Context: an optimization exercise on an open-source flow, tuned for small area and a short achievable clock period. The choices shown serve that exercise and are no tape-out recipe. For this run, only the layout was checked, not whether the RTL still works. Power figures rest on the tool's default switching activity, not on a simulated workload.

==> flow/design.v <==
`timescale 1ns / 1ps
module tanh9_lane (
    input  wire        clk,
    input  wire [15:0] x,
    output wire [15:0] y
);
    wire        s_in = x[15];
    wire [14:0] ua   = x[14:0] ^ {15{s_in}};
    wire sat_in = ua[14] | ua[13] | (ua[12] & ua[11]);
    wire lo683  = (ua[10:0] < 11'd683);
    wire hi1365 = (~ua[10:0] < 11'd683);
    reg        s1_s, s1_sat, s1_h;
    reg [10:0] s1_u;
    reg        gA, gB, gC, gD, gE;
    always @(posedge clk) begin
        s1_s   <= s_in;
        s1_sat <= sat_in;
        s1_u   <= ua[10:0];
        s1_h   <= ua[12];
        gA <= ~ua[12] & ~ua[11] &  lo683;     
        gB <= ~ua[12] & ~ua[11] & ~lo683;     
        gC <= ~ua[12] &  ua[11] & ~hi1365;    
        gD <= (~ua[12] & ua[11] & hi1365) | (ua[12] & ~ua[11] & lo683);   
        gE <=  ua[12] & ~ua[11] & ~lo683;     
    end
    wire        s = s1_s;
    wire [10:0] u = s1_u;
    wire gD1 = gD & ~s1_h;
    wire gD2 = gD & s1_h;
    wire gs1 = gB | gD | gE;
    wire p2 = gA | (gs1 & s) | (gC & u[0]);
    wire p3 = (gA & ~u[0]);
    wire gs4 = gA | gB;
    wire gs5 = gD | gE;
    wire p6 = (gs4 & s) | (gs5 & u[0]) | (gC & u[1]);
    wire p7 = (gA & ~u[1]);
    wire p8 = (gs4 & s) | (gs5 & u[1]) | (gC & u[2]);
    wire p9 = (gA & ~u[2]);
    wire p10 = gA | (~(gA) & u[0]);
    wire gs11 = gC | gD | gE;
    wire p12 = (gs11 & s) | (gA & ~u[0]);
    wire p13 = (gs5 & u[2]) | (gC & u[3]) | (gA & ~u[3]);
    wire p14 = (gA & s) | (~(gA) & u[1]);
    wire p15 = (gA & ~u[1]) | (gs5 & u[3]) | (gC & u[4]);
    wire p16 = (gD & s) | (gA & ~u[4]);
    wire p17 = (gD & u[0]);
    wire p18 = (gA & s) | (~(gA) & u[2]);
    wire p19 = (gA & ~u[2]) | (gs5 & u[4]) | (gC & u[5]);
    wire p20 = (gE & s) | (gD & u[1]) | (gA & ~u[5]);
    wire p21 = (gE & u[0]);
    wire p22 = gA | (~(gA) & u[3]);
    wire p23 = (gB & s) | (gA & ~u[0]) | (gs5 & u[5]) | (gC & u[6]);
    wire p24 = (gB & u[0]) | (gE & u[1]) | (gD & u[2]) | (gA & ~u[3]);
    wire p25 = (gA & ~u[6]);
    wire p26 = (gA & s) | (~(gA) & u[4]);
    wire p27 = (gB & u[1]) | (gA & ~u[1]) | (gs5 & u[6]) | (gC & u[7]);
    wire p28 = (gD & s) | (gE & u[2]) | (gA & ~u[4]);
    wire p29 = (gD & u[0]) | (gA & ~u[7]);
    wire p30 = (gD & u[3]);
    wire p31 = (gA & s) | (~(gA) & u[5]);
    wire p32 = (gB & s) | (gA & ~u[2]) | (gs5 & u[7]) | (gC & u[8]);
    wire p33 = (gB & u[0]) | (gD & u[1]) | (gE & u[3]) | (gA & ~u[5]);
    wire p34 = (gB & u[2]) | (gD & u[4]) | (gA & ~u[8]);
    wire p35 = (gA & s) | (~(gA) & u[6]);
    wire p36 = (gC & s) | (gB & u[1]) | (gA & ~u[3]) | (gs5 & u[8]);
    wire p37 = (gC & u[0]) | (gD & u[2]) | (gB & u[3]) | (gE & u[4]) | (gA & ~u[6]);
    wire p38 = (gD & u[5]) | (gC & u[9]) | (gA & ~u[9]);
    wire p39 = (gA & ~s) | (~(gA) & u[7]);
    wire p40 = (gB & s) | (gC & u[1]) | (gA & ~u[4]) | (gs5 & u[9]);
    wire p41 = (gB & u[0]) | (gC & u[10]) | (gD & u[3]) | (gE & u[5]) | (gA & ~u[7]);
    wire p42 = (gB & u[2]) | (gD & u[6]);
    wire p43 = (gB & u[4]);
    wire p44 = (gA & ~s) | (~(gA) & u[8]);
    wire p45 = (gA & u[0]) | (gB & u[1]) | (gE & u[10]) | (gC & u[2]) | (gD & u[4]);
    wire p46 = (gB & u[3]) | (gA & ~u[5]) | (gE & u[6]) | (gD & u[7]);
    wire p47 = gD1 | (gB & u[5]) | (gA & ~u[8]);
    wire p48 = (gA & ~s) | (~(gA) & u[9]);
    wire p49 = (gA & u[1]) | (gB & u[2]) | (gC & u[3]) | (gD & u[5]) | (gE & u[7]);
    wire p50 = (gB & u[4]) | (gA & ~u[6]) | (gD & u[8]);
    wire p51 = gD2 | (gB & u[6]) | (gA & ~u[9]);
    wire gs52 = gB | gC | gE;
    wire p53 = gD2 | (gA & s) | (gs52 & u[10]) | (gD1 & u[6]);
    wire p54 = gE | (gA & u[2]) | (gB & u[3]) | (gC & u[4]) | (gD & u[9]);
    wire p55 = (gB & u[5]) | (gD2 & u[6]) | (gA & ~u[7]) | (gE & u[8]);
    wire p56 = (gB & u[7]);
    wire gs57 = gA | gC | gE | gD1;
    wire p58 = gs57 | (gB & u[4]) | (gD2 & u[7]);
    wire p59 = (gA & u[3]) | (gC & u[5]) | (gB & u[6]) | (gD1 & u[7]) | (gE & u[9]);
    wire p60 = (gB & u[8]) | (gA & ~u[8]);
    wire gs61 = gA | gB | gC | gD1;
    wire p62 = gs61 | (gE & u[10]) | (gD2 & u[8]);
    wire p63 = (gA & u[4]) | (gB & u[5]) | (gC & u[6]) | (gD1 & u[8]);
    wire p64 = (gB & u[7]) | (gA & ~u[9]);
    wire p65 = (gB & u[9]);
    wire p66 = (gB & u[10]) | (gA & u[5]) | (gC & u[7]) | (gD & u[9]);
    wire p67 = gD2 | (gB & u[6]);
    wire p68 = (gB & u[8]);
    wire gs69 = gA | gB | gE | gD1;
    wire p70 = gs69 | (gC & u[8]);
    wire p71 = (gA & u[6]) | (gB & u[7]);
    wire p72 = (gB & u[9]);
    wire gs73 = gA | gB | gE | gD2;
    wire p74 = gs73 | (gC & u[9]);
    wire p75 = (gB & u[10]) | (gA & u[7]);
    wire p76 = (gB & u[8]);
    wire gs77 = gA | gD | gE;
    wire p78 = gs77 | (gC & u[10]) | (gB & u[9]);
    wire p79 = (gA & u[8]);
    wire p80 = ~(gB) | (gB & u[10]);
    wire p81 = (gA & u[9]);
    wire p82 = ~(gB);
    wire s83 = p26 ^ p27;
    wire c84 = p26 & p27;
    wire s85 = p31 ^ p32;
    wire c86 = p31 & p32;
    wire s87 = p35 ^ p36;
    wire c88 = p35 & p36;
    wire s89 = p39 ^ p40 ^ p41;
    wire c90 = (p39 & p40) | (p39 & p41) | (p40 & p41);
    wire s91 = p44 ^ p45;
    wire c92 = p44 & p45;
    wire s93 = p48 ^ p49;
    wire c94 = p48 & p49;
    wire s95 = p53 ^ p54;
    wire c96 = p53 & p54;
    wire s97 = p14 ^ p15;
    wire c98 = p14 & p15;
    wire s99 = p18 ^ p19 ^ p20;
    wire c100 = (p18 & p19) | (p18 & p20) | (p19 & p20);
    wire s101 = p22 ^ p23 ^ p24;
    wire c102 = (p22 & p23) | (p22 & p24) | (p23 & p24);
    wire s103 = p28 ^ p29 ^ p30;
    wire c104 = (p28 & p29) | (p28 & p30) | (p29 & p30);
    wire s105 = p33 ^ p34 ^ c84;
    wire c106 = (p33 & p34) | (p33 & c84) | (p34 & c84);
    wire s107 = p37 ^ p38 ^ c86;
    wire c108 = (p37 & p38) | (p37 & c86) | (p38 & c86);
    wire s109 = p42 ^ p43 ^ c88;
    wire c110 = (p42 & p43) | (p42 & c88) | (p43 & c88);
    wire s111 = p46 ^ p47 ^ c90;
    wire c112 = (p46 & p47) | (p46 & c90) | (p47 & c90);
    wire s113 = p50 ^ p51 ^ c92;
    wire c114 = (p50 & p51) | (p50 & c92) | (p51 & c92);
    wire s115 = p55 ^ p56 ^ c94;
    wire c116 = (p55 & p56) | (p55 & c94) | (p56 & c94);
    wire s117 = p58 ^ p59 ^ p60;
    wire c118 = (p58 & p59) | (p58 & p60) | (p59 & p60);
    wire s119 = p62 ^ p63 ^ p64;
    wire c120 = (p62 & p63) | (p62 & p64) | (p63 & p64);
    wire s121 = p66 ^ p67;
    wire c122 = p66 & p67;
    wire s123 = p70 ^ p71;
    wire c124 = p70 & p71;
    wire s125 = p74 ^ p75;
    wire c126 = p74 & p75;
    wire s127 = p10 ^ p12;
    wire c128 = p10 & p12;
    wire s129 = p16 ^ p17 ^ s97;
    wire c130 = (p16 & p17) | (p16 & s97) | (p17 & s97);
    wire s131 = p21 ^ c98 ^ s99;
    wire c132 = (p21 & c98) | (p21 & s99) | (c98 & s99);
    wire s133 = p25 ^ c100 ^ s101;
    wire c134 = (p25 & c100) | (p25 & s101) | (c100 & s101);
    wire s135 = s83 ^ c102 ^ s103;
    wire c136 = (s83 & c102) | (s83 & s103) | (c102 & s103);
    wire s137 = s85 ^ c104 ^ s105;
    wire c138 = (s85 & c104) | (s85 & s105) | (c104 & s105);
    wire s139 = s87 ^ c106 ^ s107;
    wire c140 = (s87 & c106) | (s87 & s107) | (c106 & s107);
    wire s141 = s89 ^ c108 ^ s109;
    wire c142 = (s89 & c108) | (s89 & s109) | (c108 & s109);
    wire s143 = s91 ^ c110 ^ s111;
    wire c144 = (s91 & c110) | (s91 & s111) | (c110 & s111);
    wire s145 = s93 ^ c112 ^ s113;
    wire c146 = (s93 & c112) | (s93 & s113) | (c112 & s113);
    wire s147 = s95 ^ c114 ^ s115;
    wire c148 = (s95 & c114) | (s95 & s115) | (c114 & s115);
    wire s149 = c96 ^ c116 ^ s117;
    wire c150 = (c96 & c116) | (c96 & s117) | (c116 & s117);
    wire s151 = p65 ^ c118 ^ s119;
    wire c152 = (p65 & c118) | (p65 & s119) | (c118 & s119);
    wire s153 = p68 ^ c120 ^ s121;
    wire c154 = (p68 & c120) | (p68 & s121) | (c120 & s121);
    wire s155 = p72 ^ c122 ^ s123;
    wire c156 = (p72 & c122) | (p72 & s123) | (c122 & s123);
    wire s157 = p76 ^ c124 ^ s125;
    wire c158 = (p76 & c124) | (p76 & s125) | (c124 & s125);
    wire s159 = p78 ^ p79 ^ c126;
    wire c160 = (p78 & p79) | (p78 & c126) | (p79 & c126);
    wire s161 = p80 ^ p81;
    wire c162 = p80 & p81;
    wire [21:0] ra = {p82, c160, c158, c156, c154, c152, c150, c148, c146, c144, c142, c140, c138, c136, c134, c132, c130, c128, p13, p8, p6, p2};
    wire [21:0] rb = {c162, s161, s159, s157, s155, s153, s151, s149, s147, s145, s143, s141, s139, s137, s135, s133, s131, s129, s127, p9, p7, p3};
    wire [4:0] lo = {1'b0, ra[3:0]} + {1'b0, rb[3:0]};
    reg        s2_s, s2_sat, s2_c;
    reg [21:4] s2_a, s2_b;
    always @(posedge clk) begin
        s2_s <= s; s2_sat <= s1_sat; s2_c <= lo[4]; s2_a <= ra[21:4]; s2_b <= rb[21:4];
    end
    wire [21:4] sum = s2_a + s2_b + {17'd0, s2_c};
    wire [10:0] r = sum[21:11];
    reg        s3_s;
    reg [10:0] s3_y;
    always @(posedge clk) begin
        s3_s <= s2_s;
        s3_y <= s2_sat ? (s2_s ? 11'h00A : 11'h7F6) : (r ^ {11{s2_s}});
    end
    assign y = {{5{s3_s}}, s3_y};
endmodule
module tanh9slices (
    input wire clk,
    input wire rst_n,
    input wire signed [15:0] x0_in,
    input wire signed [15:0] x1_in,
    input wire valid_in,
    output wire signed [15:0] y0_out,
    output wire signed [15:0] y1_out,
    output reg valid_out
);
    reg v1, v2;
    always @(posedge clk or negedge rst_n) begin
        if (!rst_n) begin
            v1 <= 1'b0; v2 <= 1'b0; valid_out <= 1'b0;
        end else begin
            v1 <= valid_in; v2 <= v1; valid_out <= v2;
        end
    end
    tanh9_lane lane0 (.clk(clk), .x(x0_in), .y(y0_out));
    tanh9_lane lane1 (.clk(clk), .x(x1_in), .y(y1_out));
endmodule
==> flow/flow/run.sh <==
#!/bin/bash
set -euo pipefail
mapfile -t KNOBS < <(grep -v '^\s*$' flow/knobs.txt)
bash standard.sh "${KNOBS[@]}" finish > flow_make.log 2>&1
==> flow/flow/knobs.txt <==
SETUP_SLACK_MARGIN=5.6
CTS_BUF_LIST=sky130_fd_sc_hd__clkbuf_8
BUFFER_PORTS_ARGS=-buffer_cell sky130_fd_sc_hd__buf_2
==> flow/standard.sh <==
#!/bin/bash
# synth_recipe.tcl (not shown) runs the flow's synth.tcl, then flattens the netlist and writes it again
# the make line also repeats each setting of config.mk as NAME=value (left out here)
make -C /OpenROAD-flow-scripts/flow DESIGN_CONFIG=/design/flow/config.mk WORK_HOME=/design/flow/orfs CLKGATE_MAP_FILE= SYNTH_SCRIPT=/design/flow/synth_recipe.tcl "${@:-finish}"
==> flow/config.mk <==
export PLATFORM = sky130hd
export DESIGN_NAME = tanh9slices
export DESIGN_NICKNAME = tanh9slices
export VERILOG_FILES = /design/flow/design.v
export SDC_FILE = /design/flow/constraint.sdc
export NUM_CORES = 4
export LEC_CHECK = 0
export CAP_MARGIN = 20
export CORE_MARGIN = 2
export CORE_UTILIZATION = 40
export SLEW_MARGIN = 20
==> flow/constraint.sdc <==
create_clock -name core_clock -period 8.0 [get_ports {clk}]
set_input_delay 1.6000 -clock core_clock [delete_from_list [all_inputs] [get_ports {clk}]]
set_output_delay 1.6000 -clock core_clock [all_outputs]
set_load 0.01 [all_outputs]
==> run summary <==
report_power, final:
group          total [mW]  internal [mW]  switching (mW)  leakage [nW]
clock               0.531          0.244           0.287         0.195
sequential           1.01          0.893           0.114          1.21
combinational        1.22          0.540           0.677          3.30
total                2.76           1.68            1.08          4.71
what timing repair did:
item | 4_1_cts | 5_1_grt
setup endpoints to repair | 79 | 65
setup buffers | 7 | 18
pin swaps | 0 | 8
cloned | 0 | 2
resized for setup | 30 | 46
through the flow:
stage / hold WS [ns] / instances / area, µm²
final: 0.363 / 1356 / 10100
after detailed placement: 0.342 / 1297 / 9280
after CTS: 0.372 / 1336 / 9790
after global routing: 0.383 / 1356 / 10100
after global placement: 0.338 / 1297 / 9280
after floorplan: 0.310 / 1022 / 8930
state kept, by name, summed over array words and instances, names as in the netlist, 11 cells and up:
signal      count
lane0.s1_u     11
lane0.s2_a     18
lane0.s2_b     18
lane0.s3_y     11
lane1.s1_u     11
lane1.s2_a     18
lane1.s2_b     18
lane1.s3_y     11
cell families after synthesis:
| family | count (synthesis) | synth area share, % |
|---|---|---|
| AOI/OAI and AO/OA | 222 | 15.8 |
| xor gates and xnor gates | 63 | 6.20 |
| adders and majority gates | 118 | 21.2 |
| buffers and inverters | 156 | 7.03 |
| DFF | 143 | 32.3 |
| muxes | 5 | 0.563 |
| and+or+nand+nor | 315 | 16.9 |
synthesized netlist by cell type, types with 4 or more instances:
| cell | n | area, µm² |
|---|---|---|
| nor2_1 | 50 | 188 |
| buf_4 | 10 | 75.1 |
| mux2i_1 | 5 | 50.1 |
| xnor2_1 | 29 | 254 |
| a221oi_1 | 10 | 87.6 |
| nor2b_1 | 11 | 68.8 |
| ha_1 | 64 | 801 |
| or3_1 | 6 | 37.5 |
| a211oi_1 | 5 | 37.5 |
| nand4b_1 | 7 | 61.3 |
| and2_1 | 6 | 37.5 |
| fa_1 | 54 | 1080 |
| nand2_1 | 133 | 499 |
| a21o_1 | 15 | 113 |
| a2111oi_0 | 4 | 35.0 |
| nand2b_1 | 12 | 75.1 |
| and3_1 | 8 | 50.1 |
| nand4_1 | 21 | 131 |
| o21ai_0 | 56 | 280 |
| clkbuf_1 | 58 | 218 |
| or2_2 | 4 | 25.0 |
| a21boi_0 | 4 | 30.0 |
| a21oi_1 | 62 | 310 |
| inv_1 | 83 | 312 |
| o211ai_1 | 4 | 30.0 |
| nand3_1 | 27 | 135 |
| xor2_1 | 34 | 298 |
| a31oi_1 | 12 | 75.1 |
| dfxtp_1 | 140 | 2800 |
| nor3_1 | 17 | 85.1 |
| a22oi_1 | 12 | 90.1 |
| nor3b_1 | 5 | 37.5 |
| o21a_1 | 9 | 67.6 |
placed cells by master, fill, tap and decap left out, types with 8 or more instances in the layout:
cell type	instances
buf_6	13
nand2b_1	12
xor2_1	34
nand3_1	27
dfxtp_2	12
nand2_1	133
nor2_1	45
xnor2_1	29
dfxtp_1	118
nor2b_1	10
buf_4	24
a21oi_1	60
nand4_1	21
ha_1	61
dfxtp_4	10
buf_2	54
fa_1	53
inv_1	84
a31oi_1	10
o21ai_0	48
a221oi_1	9
a21o_1	15
and3_1	8
o21a_1	9
nor3_1	16
clkbuf_8	17
a22oi_1	12
routing by layer:
metal	wire length, µm	global-route usage [%]	up-vias
li1	-	-	3563
met1	10800	27.7	3275
met2	8210	24.0	276
met3	1340	3.32	25
met4	296	5.20	0
met5	0	0	-
area by class of cell:
class                           instances  area (µm²)  share of cell area [%]
Clock buffer                           17         234                    2.31
Inverter                               83         315                    3.11
Clock inverter                         15         128                    1.26
Tap cell                              280         350                    3.46
Multi-Input combinational cell        723        5500                    54.3
Timing Repair Buffer                   95         672                    6.63
Sequential cell                       143        2930                    28.9
final timing paths:
| check | depth (start not counted) | to | from |
|---|---|---|---|
| max | 1 | y1_out[15] | lane1.s3_s |
| min | 0 | v2 | v1 |
| max reg2reg | 7 | lane1.s2_b[11] | lane1.s1_u[5] |
| min reg2reg | 0 | v2 | v1 |
| max in group asynchronous | 1 | valid_out | rst_n |
| min in group asynchronous | 1 | v2 | rst_n |
==> run summary <==
io pins=68; overall track demand over capacity in global routing=17.6%; Mapped Nets=1175; initial antenna violation count=1; pin count of the biggest net entering global routing=39; buffer type at the clock tree root=clkbuf_8; Worst Max-Slew Pin Slew=0.635 ns; worst path arrival time=approximately 0.95 ns; Placeable Area=21800 µm²; highest ir drop seen on vdd=105 µV; final cycle utilization of the critical path=31.8%; max_cap viols=0; number of buffers on the longest clock path=2; width of the die=153 µm; least setup slack across all paths after layout=between 5 and 6 ns; Routability Congestion=0.904; Inserted Clock Buffers=17; Critical Path, Cell by Cell=buf_6; iteration count of the initial detailed-routing pass=5; status=timing/DRC/antenna clean; Final Hold Fails=0; detailed-route vias per instance=5.26; highest clock rate=0.393 GHz; end-of-flow core utilization=46.4%; slowest CP cell=dfxtp_4; Post-synth top flop=dfxtp_1; headroom to the max-slew limit=57.6%; Critical Path Sink Type=output pin; setup repair after global routing missed its margin=yes; synthesized area=8900 µm²; Total Routed Length=20600 µm; share of post-route cells with drive strength above 1=16.4%; number of cell rows=54; time the final worst path needs with I/O delays and setup=around 2.5 ns; Crit path required time=6.40 ns; reg-to-reg slack, setup=5.58 ns; number of standard cells after synthesis=1022; aggregate negative setup slack=0 ns; CTS tree=yes; Net count, final=~1200; number of enable-type register cells in the synthesized netlist=0; half-perimeter wire length after detailed placement=15200 µm; crit-path max FO=5; effective utilization at floorplan=40.8%; level count of the clock H-tree=4; family with the most delay on the worst path=flip-flops; number of pins exceeding their max-slew limit in the final report=0; wire length of the first global-routing pass=33900 µm; diode insertion count for antenna repair=0; Buf+Inv Stages, Crit Path=1; count of cell types in the netlist=63; yosys synthesis warning count=2; total global routing overflow=0; number of nets with antenna violations after detailed routing=0; input/output buffers=67; clock latency on the worst-skew pair=0.45 ns; vias after detailed routing=between 7000 and 8000; Wirelength per Cell=15.2 µm; WS Path Type=reg2out; areal power density over the cells=between 200 and 300 nW/µm²; startpoint types=flop; type of the tightest min-delay check=reg2reg; post-synthesis to final-layout area growth=13.9%; via count of the first global-routing pass=6621; FILL cells=between 2000 and 2500; Die Height=153 µm; placement-stage worst setup slack=4.99 ns; max incr delay on CP=0.39 ns; Syn Area/Cell=8.70 µm²; DRC violations left=0; clock-pin transition on the worst setup and hold timing paths=0.08 ns; violation count after the first detailed-route iteration=661; post-synthesis register bit count=around 140; clock sink count=143; Synth async-reset ratio=between 2 and 2.5%; count of endpoints failing setup in the final report=0; static leakage=4.71 nW; # hold bufs at CTS=0; Post-Route Skew=0.00809 ns; overall power after layout=approximately 2.8 mW; sequential cell area fraction in the yosys report=32.3%; area enclosed by the die boundary=~23000 µm²

separate check: timing with driven ports:
How much do the figures lean on ideal ports? The routed layout below was timed once more, with nothing changed but the port constraints.
Step 1 sets driving cells, clkbuf_16 on the clock port and buf_2 on the other inputs (assumed; they add their load-dependent delay and slew).
Step 2 also shifts input and output timing later by t, the mid clock arrival at the registers, as if the neighbouring blocks saw the same clock.
a / b / c = ideal ports / drivers / drivers and shift; a / b = the first two.
t, ns: 0.482
setup slack, ns: 5.455 / 5.417 / 5.205
latest minus earliest clock arrival (ns): 0.008 / 0.008
After both steps setup and hold are still met in this run. For this run, drivers alone change the setup slack by -0.038 ns; drivers and shift together by -0.250 ns.
